Background: an optimization exercise with open tools, aiming at small area, a short achievable clock period and few clock cycles per item. Do not read the settings as production practice. In this exercise RTL edits were held to simulation tests only and were not proved equivalent to the original.

File: constraint.sdc
create_clock -name core_clock -period 160.0 [get_ports {clk}]
set_input_delay 32.0000 -clock core_clock [delete_from_list [all_inputs] [get_ports {clk}]]
set_output_delay 32.0000 -clock core_clock [all_outputs]
set_load 0.01 [all_outputs]
File: config.mk
export PLATFORM = sky130hd
export DESIGN_NAME = RSA_TOP
export DESIGN_NICKNAME = RSA_TOP
export VERILOG_FILES = /design/flow/design.v
export SDC_FILE = /design/flow/constraint.sdc
export NUM_CORES = 4
export LEC_CHECK = 0
export CAP_MARGIN = 20
export CORE_MARGIN = 2
export CORE_UTILIZATION = 60
export CTS_BUF_LIST = sky130_fd_sc_hd__clkbuf_8
export SLEW_MARGIN = 20
File: flow/run.sh
#!/bin/bash
# Standard ORFS layout with two changes to how it is made:
#  - synthesis is the standard flow's own script, but ABC maps for minimum area (deepsyn +
#    area mapping, flow/abc_min.script) instead of minimum delay, and full
#    adders are left to ABC instead of being extracted first;
#  - the port buffers are the smallest buffer cell.
# Each tool's output goes to its own log in this folder (synth.log, layout.log)
# besides ORFS's logs under orfs/logs.
set -euo pipefail
W=$PWD
{
  head -n 1 synth_recipe.tcl
  cat <<TCL
proc abc {args} {
  set i [lsearch -exact \$args -script]
  if { \$i >= 0 } { set args [lreplace \$args [expr {\$i + 1}] [expr {\$i + 1}] $W/flow/abc_min.script] }
  yosys abc {*}\$args
}
proc extract_fa {args} {}
TCL
  tail -n +2 synth_recipe.tcl
} > my_synth.tcl
sed "s#SYNTH_SCRIPT=[^ ]*#SYNTH_SCRIPT=$W/my_synth.tcl#" standard.sh > my_standard.sh
bash my_standard.sh synth > synth.log 2>&1
bash standard.sh "BUFFER_PORTS_ARGS=-buffer_cell sky130_fd_sc_hd__buf_1" finish > layout.log 2>&1
File: flow/abc_min.script
strash
&get -n
&deepsyn -T 300
&put
dch
amap
topo
File: design.v
module RSA_CS #(parameter W = 5) (input [W-1:0] X, input [W-1:0] M, output [W-1:0] Y);
  wire [W:0] br;
  wire [W-1:0] d;
  assign br[0] = 1'b0;
  genvar i;
  generate for (i = 0; i < W; i = i + 1) begin : g
    assign d[i] = X[i] ^ M[i] ^ br[i];
    assign br[i+1] = (~X[i] & M[i]) | (~(X[i] ^ M[i]) & br[i]);
  end endgenerate
  assign Y = br[W] ? X : d;
endmodule
module RSA_MOD (input [7:0] X, input [3:0] M, output [3:0] R);
  wire [4:0] y3, y2, y1, y0;
  RSA_CS #(5) s3 (.X(X[7:3]),            .M({1'b0, M}), .Y(y3));
  RSA_CS #(5) s2 (.X({y3[3:0], X[2]}),   .M({1'b0, M}), .Y(y2));
  RSA_CS #(5) s1 (.X({y2[3:0], X[1]}),   .M({1'b0, M}), .Y(y1));
  RSA_CS #(5) s0 (.X({y1[3:0], X[0]}),   .M({1'b0, M}), .Y(y0));
  assign R = y0[3:0];
endmodule
module RSA_ADD #(parameter W = 8) (input [W-1:0] A, input [W-1:0] B, output [W-1:0] S);
  wire [W:0] c;
  assign c[0] = 1'b0;
  genvar i;
  generate for (i = 0; i < W; i = i + 1) begin : g
    assign S[i] = A[i] ^ B[i] ^ c[i];
    assign c[i+1] = (A[i] & B[i]) | ((A[i] ^ B[i]) & c[i]);
  end endgenerate
endmodule
module RSA_IP (
    input  [3:0] IN_P, IN_Q,
    input  [6:0] IN_E,
    input  [7:0] IN_C,
    output [7:0] OUT_M
);
  wire [5:0] ph = {IN_P == 4'd13, IN_P == 4'd11, IN_P == 4'd7, IN_P == 4'd5, IN_P == 4'd3, IN_P == 4'd2};
  wire [5:0] qh = {IN_Q == 4'd13, IN_Q == 4'd11, IN_Q == 4'd7, IN_Q == 4'd5, IN_Q == 4'd3, IN_Q == 4'd2};
  wire plt = ~|(qh & ~(ph | (ph << 1) | (ph << 2) | (ph << 3) | (ph << 4) | (ph << 5)));
  wire [5:0] sh = plt ? ph : qh;    
  wire [5:0] bh = plt ? qh : ph;    
  wire [3:0] s  = plt ? IN_P : IN_Q;
  wire [3:0] b  = plt ? IN_Q : IN_P;
  wire [4:0] ef = {2'b0, IN_E[6:4]} + {1'b0, IN_E[3:0]};
  reg x3;             
  reg [1:0] k11;      
  always @(*) begin
    case (ef)
      5'd2, 5'd5, 5'd8, 5'd11, 5'd14, 5'd17, 5'd20: x3 = 1'b1;
      default: x3 = 1'b0;
    endcase
    case (ef)
      5'd2, 5'd7, 5'd12, 5'd17, 5'd22: k11 = 2'd1;
      5'd3, 5'd8, 5'd13, 5'd18:        k11 = 2'd2;
      5'd4, 5'd9, 5'd14, 5'd19:        k11 = 2'd3;
      default: k11 = 2'd0;
    endcase
  end
  wire x4 = IN_E[1];                        
  wire [3:0] rs, rb;
  RSA_MOD u_rs (.X(IN_C), .M(s), .R(rs));
  RSA_MOD u_rb (.X(IN_C), .M(b), .R(rb));
  wire [3:0] r5  = sh[2] ? rs : rb;
  wire [3:0] r7  = sh[3] ? rs : rb;
  wire [3:0] r11 = sh[4] ? rs : rb;
  wire [3:0] y5, y7, y11, y13;
  RSA_POW5  u_p5  (.K(x4),        .R(r5),  .Y(y5));
  RSA_POW7  u_p7  (.K(x3),        .R(r7),  .Y(y7));
  RSA_POW11 u_p11 (.K(k11),       .R(r11), .Y(y11));
  RSA_POW13 u_p13 (.K({x4, x3}),  .R(rb),  .Y(y13));
  wire [3:0] ms = ({4{sh[0] | sh[1]}} & rs) | ({4{sh[2]}} & y5) | ({4{sh[3]}} & y7) | ({4{sh[4]}} & y11);
  wire [3:0] mb = ({4{bh[1]}} & rb) | ({4{bh[2]}} & y5) | ({4{bh[3]}} & y7) | ({4{bh[4]}} & y11) | ({4{bh[5]}} & y13);
  wire [4:0] wd;
  RSA_ADD #(5) u_wd (.A({1'b0, mb}), .B({1'b1, ~ms}), .S(wd));    
  wire [3:0] wn;
  RSA_ADD #(4) u_wn (.A(wd[3:0]), .B(4'd1), .S(wn));
  wire [3:0] wb;
  RSA_ADD #(4) u_wb (.A(wd[3:0]), .B(b + 4'd1), .S(wb));
  wire [3:0] w = wd[4] ? wb : wn;
  wire [13:0] pr = {sh[4] & bh[5], sh[3] & bh[5], sh[3] & bh[4], sh[2] & bh[5], sh[2] & bh[4], sh[2] & bh[3],
                    sh[1] & bh[5], sh[1] & bh[4], sh[1] & bh[3], sh[1] & bh[2],
                    sh[0] & bh[5], sh[0] & bh[4], sh[0] & bh[3], sh[0] & bh[2]};
  wire [3:0] t;
  RSA_TINV u_t (.PR(pr), .W(w), .T(t));
  wire [7:0] e48 = s[2] ? {2'd0, t, 2'd0} : s[3] ? {1'd0, t, 3'd0} : 8'd0;
  wire [7:0] e2  = {3'd0, t & {4{s[1]}}, 1'b0};
  wire [7:0] e1  = {4'd0, t & {4{s[0]}}};
  wire [7:0] a0, a1;
  RSA_ADD #(8) u_a0 (.A(e1), .B({4'd0, ms}), .S(a0));
  RSA_ADD #(8) u_a1 (.A(a0), .B(e2), .S(a1));
  RSA_ADD #(8) u_a2 (.A(a1), .B(e48), .S(OUT_M));
endmodule
module RSA_POW5 (input [0:0] K, input [3:0] R, output reg [3:0] Y);
  always @(*) begin
    case ({K, R})
      {1'd0, 4'd0}: Y = 4'd0;
      {1'd0, 4'd1}: Y = 4'd1;
      {1'd0, 4'd2}: Y = 4'd2;
      {1'd0, 4'd3}: Y = 4'd3;
      {1'd0, 4'd4}: Y = 4'd4;
      {1'd1, 4'd0}: Y = 4'd0;
      {1'd1, 4'd1}: Y = 4'd1;
      {1'd1, 4'd2}: Y = 4'd3;
      {1'd1, 4'd3}: Y = 4'd2;
      {1'd1, 4'd4}: Y = 4'd4;
      default: Y = 4'd0;
    endcase
  end
endmodule
module RSA_POW7 (input [0:0] K, input [3:0] R, output reg [3:0] Y);
  always @(*) begin
    case ({K, R})
      {1'd0, 4'd0}: Y = 4'd0;
      {1'd0, 4'd1}: Y = 4'd1;
      {1'd0, 4'd2}: Y = 4'd2;
      {1'd0, 4'd3}: Y = 4'd3;
      {1'd0, 4'd4}: Y = 4'd4;
      {1'd0, 4'd5}: Y = 4'd5;
      {1'd0, 4'd6}: Y = 4'd6;
      {1'd1, 4'd0}: Y = 4'd0;
      {1'd1, 4'd1}: Y = 4'd1;
      {1'd1, 4'd2}: Y = 4'd4;
      {1'd1, 4'd3}: Y = 4'd5;
      {1'd1, 4'd4}: Y = 4'd2;
      {1'd1, 4'd5}: Y = 4'd3;
      {1'd1, 4'd6}: Y = 4'd6;
      default: Y = 4'd0;
    endcase
  end
endmodule
module RSA_POW11 (input [1:0] K, input [3:0] R, output reg [3:0] Y);
  always @(*) begin
    case ({K, R})
      {2'd0, 4'd0}: Y = 4'd0;
      {2'd0, 4'd1}: Y = 4'd1;
      {2'd0, 4'd2}: Y = 4'd2;
      {2'd0, 4'd3}: Y = 4'd3;
      {2'd0, 4'd4}: Y = 4'd4;
      {2'd0, 4'd5}: Y = 4'd5;
      {2'd0, 4'd6}: Y = 4'd6;
      {2'd0, 4'd7}: Y = 4'd7;
      {2'd0, 4'd8}: Y = 4'd8;
      {2'd0, 4'd9}: Y = 4'd9;
      {2'd0, 4'd10}: Y = 4'd10;
      {2'd1, 4'd0}: Y = 4'd0;
      {2'd1, 4'd1}: Y = 4'd1;
      {2'd1, 4'd2}: Y = 4'd8;
      {2'd1, 4'd3}: Y = 4'd5;
      {2'd1, 4'd4}: Y = 4'd9;
      {2'd1, 4'd5}: Y = 4'd4;
      {2'd1, 4'd6}: Y = 4'd7;
      {2'd1, 4'd7}: Y = 4'd2;
      {2'd1, 4'd8}: Y = 4'd6;
      {2'd1, 4'd9}: Y = 4'd3;
      {2'd1, 4'd10}: Y = 4'd10;
      {2'd2, 4'd0}: Y = 4'd0;
      {2'd2, 4'd1}: Y = 4'd1;
      {2'd2, 4'd2}: Y = 4'd7;
      {2'd2, 4'd3}: Y = 4'd9;
      {2'd2, 4'd4}: Y = 4'd5;
      {2'd2, 4'd5}: Y = 4'd3;
      {2'd2, 4'd6}: Y = 4'd8;
      {2'd2, 4'd7}: Y = 4'd6;
      {2'd2, 4'd8}: Y = 4'd2;
      {2'd2, 4'd9}: Y = 4'd4;
      {2'd2, 4'd10}: Y = 4'd10;
      {2'd3, 4'd0}: Y = 4'd0;
      {2'd3, 4'd1}: Y = 4'd1;
      {2'd3, 4'd2}: Y = 4'd6;
      {2'd3, 4'd3}: Y = 4'd4;
      {2'd3, 4'd4}: Y = 4'd3;
      {2'd3, 4'd5}: Y = 4'd9;
      {2'd3, 4'd6}: Y = 4'd2;
      {2'd3, 4'd7}: Y = 4'd8;
      {2'd3, 4'd8}: Y = 4'd7;
      {2'd3, 4'd9}: Y = 4'd5;
      {2'd3, 4'd10}: Y = 4'd10;
      default: Y = 4'd0;
    endcase
  end
endmodule
module RSA_POW13 (input [1:0] K, input [3:0] R, output reg [3:0] Y);
  always @(*) begin
    case ({K, R})
      {2'd0, 4'd0}: Y = 4'd0;
      {2'd0, 4'd1}: Y = 4'd1;
      {2'd0, 4'd2}: Y = 4'd2;
      {2'd0, 4'd3}: Y = 4'd3;
      {2'd0, 4'd4}: Y = 4'd4;
      {2'd0, 4'd5}: Y = 4'd5;
      {2'd0, 4'd6}: Y = 4'd6;
      {2'd0, 4'd7}: Y = 4'd7;
      {2'd0, 4'd8}: Y = 4'd8;
      {2'd0, 4'd9}: Y = 4'd9;
      {2'd0, 4'd10}: Y = 4'd10;
      {2'd0, 4'd11}: Y = 4'd11;
      {2'd0, 4'd12}: Y = 4'd12;
      {2'd1, 4'd0}: Y = 4'd0;
      {2'd1, 4'd1}: Y = 4'd1;
      {2'd1, 4'd2}: Y = 4'd6;
      {2'd1, 4'd3}: Y = 4'd9;
      {2'd1, 4'd4}: Y = 4'd10;
      {2'd1, 4'd5}: Y = 4'd5;
      {2'd1, 4'd6}: Y = 4'd2;
      {2'd1, 4'd7}: Y = 4'd11;
      {2'd1, 4'd8}: Y = 4'd8;
      {2'd1, 4'd9}: Y = 4'd3;
      {2'd1, 4'd10}: Y = 4'd4;
      {2'd1, 4'd11}: Y = 4'd7;
      {2'd1, 4'd12}: Y = 4'd12;
      {2'd2, 4'd0}: Y = 4'd0;
      {2'd2, 4'd1}: Y = 4'd1;
      {2'd2, 4'd2}: Y = 4'd11;
      {2'd2, 4'd3}: Y = 4'd3;
      {2'd2, 4'd4}: Y = 4'd4;
      {2'd2, 4'd5}: Y = 4'd8;
      {2'd2, 4'd6}: Y = 4'd7;
      {2'd2, 4'd7}: Y = 4'd6;
      {2'd2, 4'd8}: Y = 4'd5;
      {2'd2, 4'd9}: Y = 4'd9;
      {2'd2, 4'd10}: Y = 4'd10;
      {2'd2, 4'd11}: Y = 4'd2;
      {2'd2, 4'd12}: Y = 4'd12;
      {2'd3, 4'd0}: Y = 4'd0;
      {2'd3, 4'd1}: Y = 4'd1;
      {2'd3, 4'd2}: Y = 4'd7;
      {2'd3, 4'd3}: Y = 4'd9;
      {2'd3, 4'd4}: Y = 4'd10;
      {2'd3, 4'd5}: Y = 4'd8;
      {2'd3, 4'd6}: Y = 4'd11;
      {2'd3, 4'd7}: Y = 4'd2;
      {2'd3, 4'd8}: Y = 4'd5;
      {2'd3, 4'd9}: Y = 4'd3;
      {2'd3, 4'd10}: Y = 4'd4;
      {2'd3, 4'd11}: Y = 4'd6;
      {2'd3, 4'd12}: Y = 4'd12;
      default: Y = 4'd0;
    endcase
  end
endmodule
module RSA_TINV (input [13:0] PR, input [3:0] W, output [3:0] T);
  reg [3:0] t0;
  always @(*) case (W) 4'd0: t0 = 4'd0; 4'd1: t0 = 4'd3; 4'd2: t0 = 4'd1; 4'd3: t0 = 4'd4; 4'd4: t0 = 4'd2; default: t0 = 4'd0; endcase
  reg [3:0] t1;
  always @(*) case (W) 4'd0: t1 = 4'd0; 4'd1: t1 = 4'd4; 4'd2: t1 = 4'd1; 4'd3: t1 = 4'd5; 4'd4: t1 = 4'd2; 4'd5: t1 = 4'd6; 4'd6: t1 = 4'd3; default: t1 = 4'd0; endcase
  reg [3:0] t2;
  always @(*) case (W) 4'd0: t2 = 4'd0; 4'd1: t2 = 4'd6; 4'd2: t2 = 4'd1; 4'd3: t2 = 4'd7; 4'd4: t2 = 4'd2; 4'd5: t2 = 4'd8; 4'd6: t2 = 4'd3; 4'd7: t2 = 4'd9; 4'd8: t2 = 4'd4; 4'd9: t2 = 4'd10; 4'd10: t2 = 4'd5; default: t2 = 4'd0; endcase
  reg [3:0] t3;
  always @(*) case (W) 4'd0: t3 = 4'd0; 4'd1: t3 = 4'd7; 4'd2: t3 = 4'd1; 4'd3: t3 = 4'd8; 4'd4: t3 = 4'd2; 4'd5: t3 = 4'd9; 4'd6: t3 = 4'd3; 4'd7: t3 = 4'd10; 4'd8: t3 = 4'd4; 4'd9: t3 = 4'd11; 4'd10: t3 = 4'd5; 4'd11: t3 = 4'd12; 4'd12: t3 = 4'd6; default: t3 = 4'd0; endcase
  reg [3:0] t4;
  always @(*) case (W) 4'd0: t4 = 4'd0; 4'd1: t4 = 4'd2; 4'd2: t4 = 4'd4; 4'd3: t4 = 4'd1; 4'd4: t4 = 4'd3; default: t4 = 4'd0; endcase
  reg [3:0] t5;
  always @(*) case (W) 4'd0: t5 = 4'd0; 4'd1: t5 = 4'd5; 4'd2: t5 = 4'd3; 4'd3: t5 = 4'd1; 4'd4: t5 = 4'd6; 4'd5: t5 = 4'd4; 4'd6: t5 = 4'd2; default: t5 = 4'd0; endcase
  reg [3:0] t6;
  always @(*) case (W) 4'd0: t6 = 4'd0; 4'd1: t6 = 4'd4; 4'd2: t6 = 4'd8; 4'd3: t6 = 4'd1; 4'd4: t6 = 4'd5; 4'd5: t6 = 4'd9; 4'd6: t6 = 4'd2; 4'd7: t6 = 4'd6; 4'd8: t6 = 4'd10; 4'd9: t6 = 4'd3; 4'd10: t6 = 4'd7; default: t6 = 4'd0; endcase
  reg [3:0] t7;
  always @(*) case (W) 4'd0: t7 = 4'd0; 4'd1: t7 = 4'd9; 4'd2: t7 = 4'd5; 4'd3: t7 = 4'd1; 4'd4: t7 = 4'd10; 4'd5: t7 = 4'd6; 4'd6: t7 = 4'd2; 4'd7: t7 = 4'd11; 4'd8: t7 = 4'd7; 4'd9: t7 = 4'd3; 4'd10: t7 = 4'd12; 4'd11: t7 = 4'd8; 4'd12: t7 = 4'd4; default: t7 = 4'd0; endcase
  reg [3:0] t8;
  always @(*) case (W) 4'd0: t8 = 4'd0; 4'd1: t8 = 4'd3; 4'd2: t8 = 4'd6; 4'd3: t8 = 4'd2; 4'd4: t8 = 4'd5; 4'd5: t8 = 4'd1; 4'd6: t8 = 4'd4; default: t8 = 4'd0; endcase
  reg [3:0] t9;
  always @(*) case (W) 4'd0: t9 = 4'd0; 4'd1: t9 = 4'd9; 4'd2: t9 = 4'd7; 4'd3: t9 = 4'd5; 4'd4: t9 = 4'd3; 4'd5: t9 = 4'd1; 4'd6: t9 = 4'd10; 4'd7: t9 = 4'd8; 4'd8: t9 = 4'd6; 4'd9: t9 = 4'd4; 4'd10: t9 = 4'd2; default: t9 = 4'd0; endcase
  reg [3:0] t10;
  always @(*) case (W) 4'd0: t10 = 4'd0; 4'd1: t10 = 4'd8; 4'd2: t10 = 4'd3; 4'd3: t10 = 4'd11; 4'd4: t10 = 4'd6; 4'd5: t10 = 4'd1; 4'd6: t10 = 4'd9; 4'd7: t10 = 4'd4; 4'd8: t10 = 4'd12; 4'd9: t10 = 4'd7; 4'd10: t10 = 4'd2; 4'd11: t10 = 4'd10; 4'd12: t10 = 4'd5; default: t10 = 4'd0; endcase
  reg [3:0] t11;
  always @(*) case (W) 4'd0: t11 = 4'd0; 4'd1: t11 = 4'd8; 4'd2: t11 = 4'd5; 4'd3: t11 = 4'd2; 4'd4: t11 = 4'd10; 4'd5: t11 = 4'd7; 4'd6: t11 = 4'd4; 4'd7: t11 = 4'd1; 4'd8: t11 = 4'd9; 4'd9: t11 = 4'd6; 4'd10: t11 = 4'd3; default: t11 = 4'd0; endcase
  reg [3:0] t12;
  always @(*) case (W) 4'd0: t12 = 4'd0; 4'd1: t12 = 4'd2; 4'd2: t12 = 4'd4; 4'd3: t12 = 4'd6; 4'd4: t12 = 4'd8; 4'd5: t12 = 4'd10; 4'd6: t12 = 4'd12; 4'd7: t12 = 4'd1; 4'd8: t12 = 4'd3; 4'd9: t12 = 4'd5; 4'd10: t12 = 4'd7; 4'd11: t12 = 4'd9; 4'd12: t12 = 4'd11; default: t12 = 4'd0; endcase
  reg [3:0] t13;
  always @(*) case (W) 4'd0: t13 = 4'd0; 4'd1: t13 = 4'd6; 4'd2: t13 = 4'd12; 4'd3: t13 = 4'd5; 4'd4: t13 = 4'd11; 4'd5: t13 = 4'd4; 4'd6: t13 = 4'd10; 4'd7: t13 = 4'd3; 4'd8: t13 = 4'd9; 4'd9: t13 = 4'd2; 4'd10: t13 = 4'd8; 4'd11: t13 = 4'd1; 4'd12: t13 = 4'd7; default: t13 = 4'd0; endcase
  assign T = ({4{PR[0]}} & t0) | ({4{PR[1]}} & t1) | ({4{PR[2]}} & t2) | ({4{PR[3]}} & t3) | ({4{PR[4]}} & t4) | ({4{PR[5]}} & t5) | ({4{PR[6]}} & t6) | ({4{PR[7]}} & t7) | ({4{PR[8]}} & t8) | ({4{PR[9]}} & t9) | ({4{PR[10]}} & t10) | ({4{PR[11]}} & t11) | ({4{PR[12]}} & t12) | ({4{PR[13]}} & t13);
endmodule
module RSA_TOP (
    clk, rst_n, in_valid,
    in_p, in_q, in_e, in_c,
    out_valid, out_m
);
input clk, rst_n, in_valid;
input [3:0] in_p, in_q;
input [7:0] in_e, in_c;
output out_valid;
output [7:0] out_m;
reg [3:0] st;
always @(posedge clk or negedge rst_n) begin
  if (!rst_n) st <= 4'd0;
  else if (st[3]) st <= (st[2:0] == 3'd7) ? {3'd0, in_valid} : st + 4'd1;
  else if (in_valid) st <= 4'd1;
  else st <= {st[0], 3'd0};
end
wire first = in_valid & (st[3] | ~st[0]);
reg [3:0] kp, kq;
reg [6:0] ke;
always @(posedge clk) if (first) begin
  kp <= in_p; kq <= in_q; ke <= in_e[6:0];
end
reg [7:0] dl [0:7];
reg [7:0] mo;
integer i;
wire [7:0] m_w;
always @(posedge clk) begin
  dl[0] <= in_c;
  for (i = 1; i < 8; i = i + 1) dl[i] <= dl[i-1];
  mo <= m_w;
end
RSA_IP I_RSA_IP (.IN_P(kp), .IN_Q(kq), .IN_E(ke), .IN_C(dl[7]), .OUT_M(m_w));
assign out_valid = st[3];
assign out_m = mo & {8{st[3]}};
endmodule
File: standard.sh
#!/bin/bash
# synth_recipe.tcl (not shown) runs the flow's synth.tcl, then flattens the netlist and writes it again
# the make line also repeats each setting of config.mk as NAME=value (left out here)
make -C /OpenROAD-flow-scripts/flow DESIGN_CONFIG=/design/flow/config.mk WORK_HOME=/design/flow/orfs CLKGATE_MAP_FILE= SYNTH_SCRIPT=/design/flow/synth_recipe.tcl "${@:-finish}"
==> run notes <==
## state kept, by name, indices dropped and copies added (netlist names)
signal and count:
kp 4, ke 7, dl 64, mo 8, kq 4, st 4
## worst register-to-register path: cells and delay by family (launching register included)
| family | cells | cell delay (ns) |
|---|---|---|
| AO/OA/AOI/OAI | 37 | 10.15 |
| buffers and inverters | 9 | 2.14 |
| flip-flops | 1 | 0.42 |
| AND/OR/NAND/NOR | 33 | 6.67 |
## synth_stat cells, types with 2 or more instances
cell,count
or4_1,2
o31ai_1,4
o21a_1,11
nor2b_1,13
nor3b_1,3
nor3_1,32
nor4_1,6
a2111oi_0,4
clkinv_1,78
o211ai_1,3
nand2b_1,2
a31oi_1,2
dfrtp_1,4
o22a_1,5
a21o_1,8
or3_1,8
nand3_1,2
nor2_1,201
a21oi_1,46
or2_0,11
o31a_1,3
a222oi_1,2
o32ai_1,3
nand2_1,55
a22oi_1,10
o221ai_1,9
o22ai_1,39
edfxtp_1,15
dfxtp_1,72
o21ai_0,58
and2_0,3
a211oi_1,18
## cell families after synthesis
| logic type | count (synthesis) | share of synthesized area |
|---|---|---|
| compound gates | 234 | 0.2857 |
| simple gates | 341 | 0.2785 |
| flops | 91 | 0.3800 |
| buf+inv | 78 | 0.05585 |
## worst paths after layout
check                      startpoint       end  slack, ns  cells past startpoint
setup / recovery                st[3]  out_m[0]     126.52                      3
hold / removal               dl[2][0]  dl[3][0]       0.32                      0
setup reg to reg                kq[1]     mo[6]     140.59                     79
hold reg to reg              dl[2][0]  dl[3][0]       0.32                      0
max in group asynchronous       rst_n     st[1]     128.36                      1
min in group asynchronous       rst_n     st[3]      31.44                      1
## layout make-up
cell class,instances,area (um2),share of cell area
inverters,78,292.8,0.05076
clock inverters,7,93.84,0.01627
repair buffers,40,172.7,0.02994
flip-flops and latches,91,1992,0.3453
clock buffers,9,123.9,0.02148
multi-input cells,575,2958,0.5128
well taps,108,135.1,0.02343
## metal layers
metal | vias to the layer above | share of wire | track usage
met3 | 93 | 0.096 | 0.05899
met2 | 405 | 0.47 | 0.5538
met4 | 0 | 0.047 | 0.1613
li1 | 2745 | - | -
met1 | 2633 | 0.39 | 0.4209
met5 | - | 0 | 0
## stage by stage
stage / cells / instance area (um2)
3_5_place_dp: 892 / 5550
3_3_place_gp: 892 / 5550
5_1_grt: 908 / 5768
4_1_cts: 908 / 5768
6_report: 908 / 5768
2_1_floorplan: 744 / 5243
## cell usage in the layout, fill, tap and decap left out, types with 8 or more instances in the layout
cell and n:
o21a_1 11, nor2_1 201, or2_0 11, edfxtp_1 15, buf_1 34, a211oi_1 18
a22oi_1 10, nand2_1 55, o221ai_1 9, or3_1 8, nor2b_1 13, nor3_1 32
clkbuf_8 9, dfxtp_1 72, a21oi_1 46, a21o_1 8, clkinv_1 78, o22ai_1 39
o21ai_0 58
==> impl_metrics.env <==
export IMPL_cp_slowest_cell="dfrtp_1"
export IMPL_path_delay_family="flip-flops"
export IMPL_die_area_um2=9501
export IMPL_cp_arrival_ns=1.48
export IMPL_grt_pass1_vias=5526
export IMPL_core_um2=8593
export IMPL_status="complete, no violations"
export IMPL_synth_area_leader_cell="dfxtp_1"
export IMPL_hold_viol=0
export IMPL_numCtsBuffers=9
export IMPL_synth_nets=771
export IMPL_endpoint_kind="output pin"
export IMPL_wl_per_cell_um=17.47
export IMPL_post_cts_resized=0
export IMPL_vias=5876
export IMPL_grt_overflow=0
export IMPL_n_antenna_cell=0
export IMPL_whs_ns=0.3202
export IMPL_skew_ns=0.01539
export IMPL_cts_setup_buffers=0
export IMPL_synth_area_um2=5243
export IMPL_worstMarginPinSlew_ns=1.104
export IMPL_antenna_found_initial=0
export IMPL_fin_tns_setup_ns=0
export IMPL_critical_path_max_stage_delay_ns=0.46
export IMPL_nets=822
export IMPL_synth_edf_count=15
export IMPL_critical_path_class="reg2out"
export IMPL_clock_fmax_ghz=0.02987
export IMPL_drt_iter0_drc=504
export IMPL_synth_top_area_frac=0.2749
export IMPL_setup_ws_ns=126.52
export IMPL_io_pins=36
export IMPL_clk_path_buf_depth=2
export IMPL_clk_latency_ns=0.37
export IMPL_setup_violations=0
export IMPL_worst_path_buf_inv=2
export IMPL_row_count=34
export IMPL_via_per_inst=6.471
export IMPL_drive_gt1_frac=0.02750
export IMPL_syn_area_per_cell_um2=7.046
export IMPL_ys_warn_count=9
export IMPL_clock_sinks=91
export IMPL_max_cap_viol_count=0
export IMPL_syn_to_final_growth_pct=10.02
export IMPL_die_y_um=97.48
export IMPL_portBuffers=34
export IMPL_worstPathRequired_ns=128.00
export IMPL_slew_headroom=0.2639
export IMPL_synth_area_top_cells="dfxtp_1, nor2_1, edfxtp_1"
export IMPL_path_max_fanout=10
export IMPL_htreeDepth=3
export IMPL_yosys_most_used_dff="dfxtp_1"
export IMPL_yosysSeqAreaShare=0.3800
export IMPL_place_gp_congestion=0.9692
export IMPL_fp_dieW_um=97.48
export IMPL_timing_final_crit_share=0.2092
export IMPL_clk_pin_slew_worst_paths_ns=0.11
export IMPL_holdBufCountCts=0
export IMPL_synthDistinctLibCells=44
export IMPL_rsz0062_at_grt="false"
export IMPL_grt_max_degree=19
export IMPL_fin_crit_ns=33.48
export IMPL_worstPathCellList="clkinv_1 -> nor2b_1 -> buf_1"
export IMPL_dr_pass1_iters=5
export IMPL_wirelength_um=15870
export IMPL_initial_core_util=0.6101
export IMPL_drc_errors=0
export IMPL_hp_class="reg2reg"
export IMPL_drv_slew=0
export IMPL_fill_cells=704
export IMPL_grt_usage=0.3337
export IMPL_start_kind="flop"
export IMPL_ant_nets=0
export IMPL_fin_util=0.6712
export IMPL_cts_root_buf="clkbuf_8"
export IMPL_pre_cts_ws_ns=126.82
export IMPL_synth_seq_cells=91
export IMPL_synth_cells=744
export IMPL_cts_tree="built"
export IMPL_dp_hpwl_um=11360
export IMPL_grt_pass1_wl_um=25960
export IMPL_synthArstFlopShare=0.04396
Testbench counts, summed over its fixed seeds: cycles 8,160, items 480.

afterwards: timing with drivers on the ports:
The flow's constraints put no driver on any port. The routed layout listed below was extracted and timed again, unchanged, in two steps. Step 1 (the two cells are an assumption about what drives the block):
set clk [get_ports {clk}]
set_driving_cell -lib_cell sky130_fd_sc_hd__clkbuf_16 $clk
set_driving_cell -lib_cell sky130_fd_sc_hd__buf_2 [delete_from_list [all_inputs] $clk]
Step 2 times the ports against the registers' clock, not the clock port: input delays grow and output delays shrink by t, the midpoint of the rising clock arrivals with the driver on. a / b / c = no drivers / after step 1 / after step 2; a / b = the first two.
shift t [ns]: 0.394
setup WS [ns]: 126.521 / 126.488 / 126.756
latest minus earliest clock arrival (ns): 0.015 / 0.015
worst slew at a driven data input, ns: 0.04
After both steps this run still meets setup and hold. For this run, drivers alone change the setup slack by -0.033 ns; drivers and shift together by +0.235 ns.
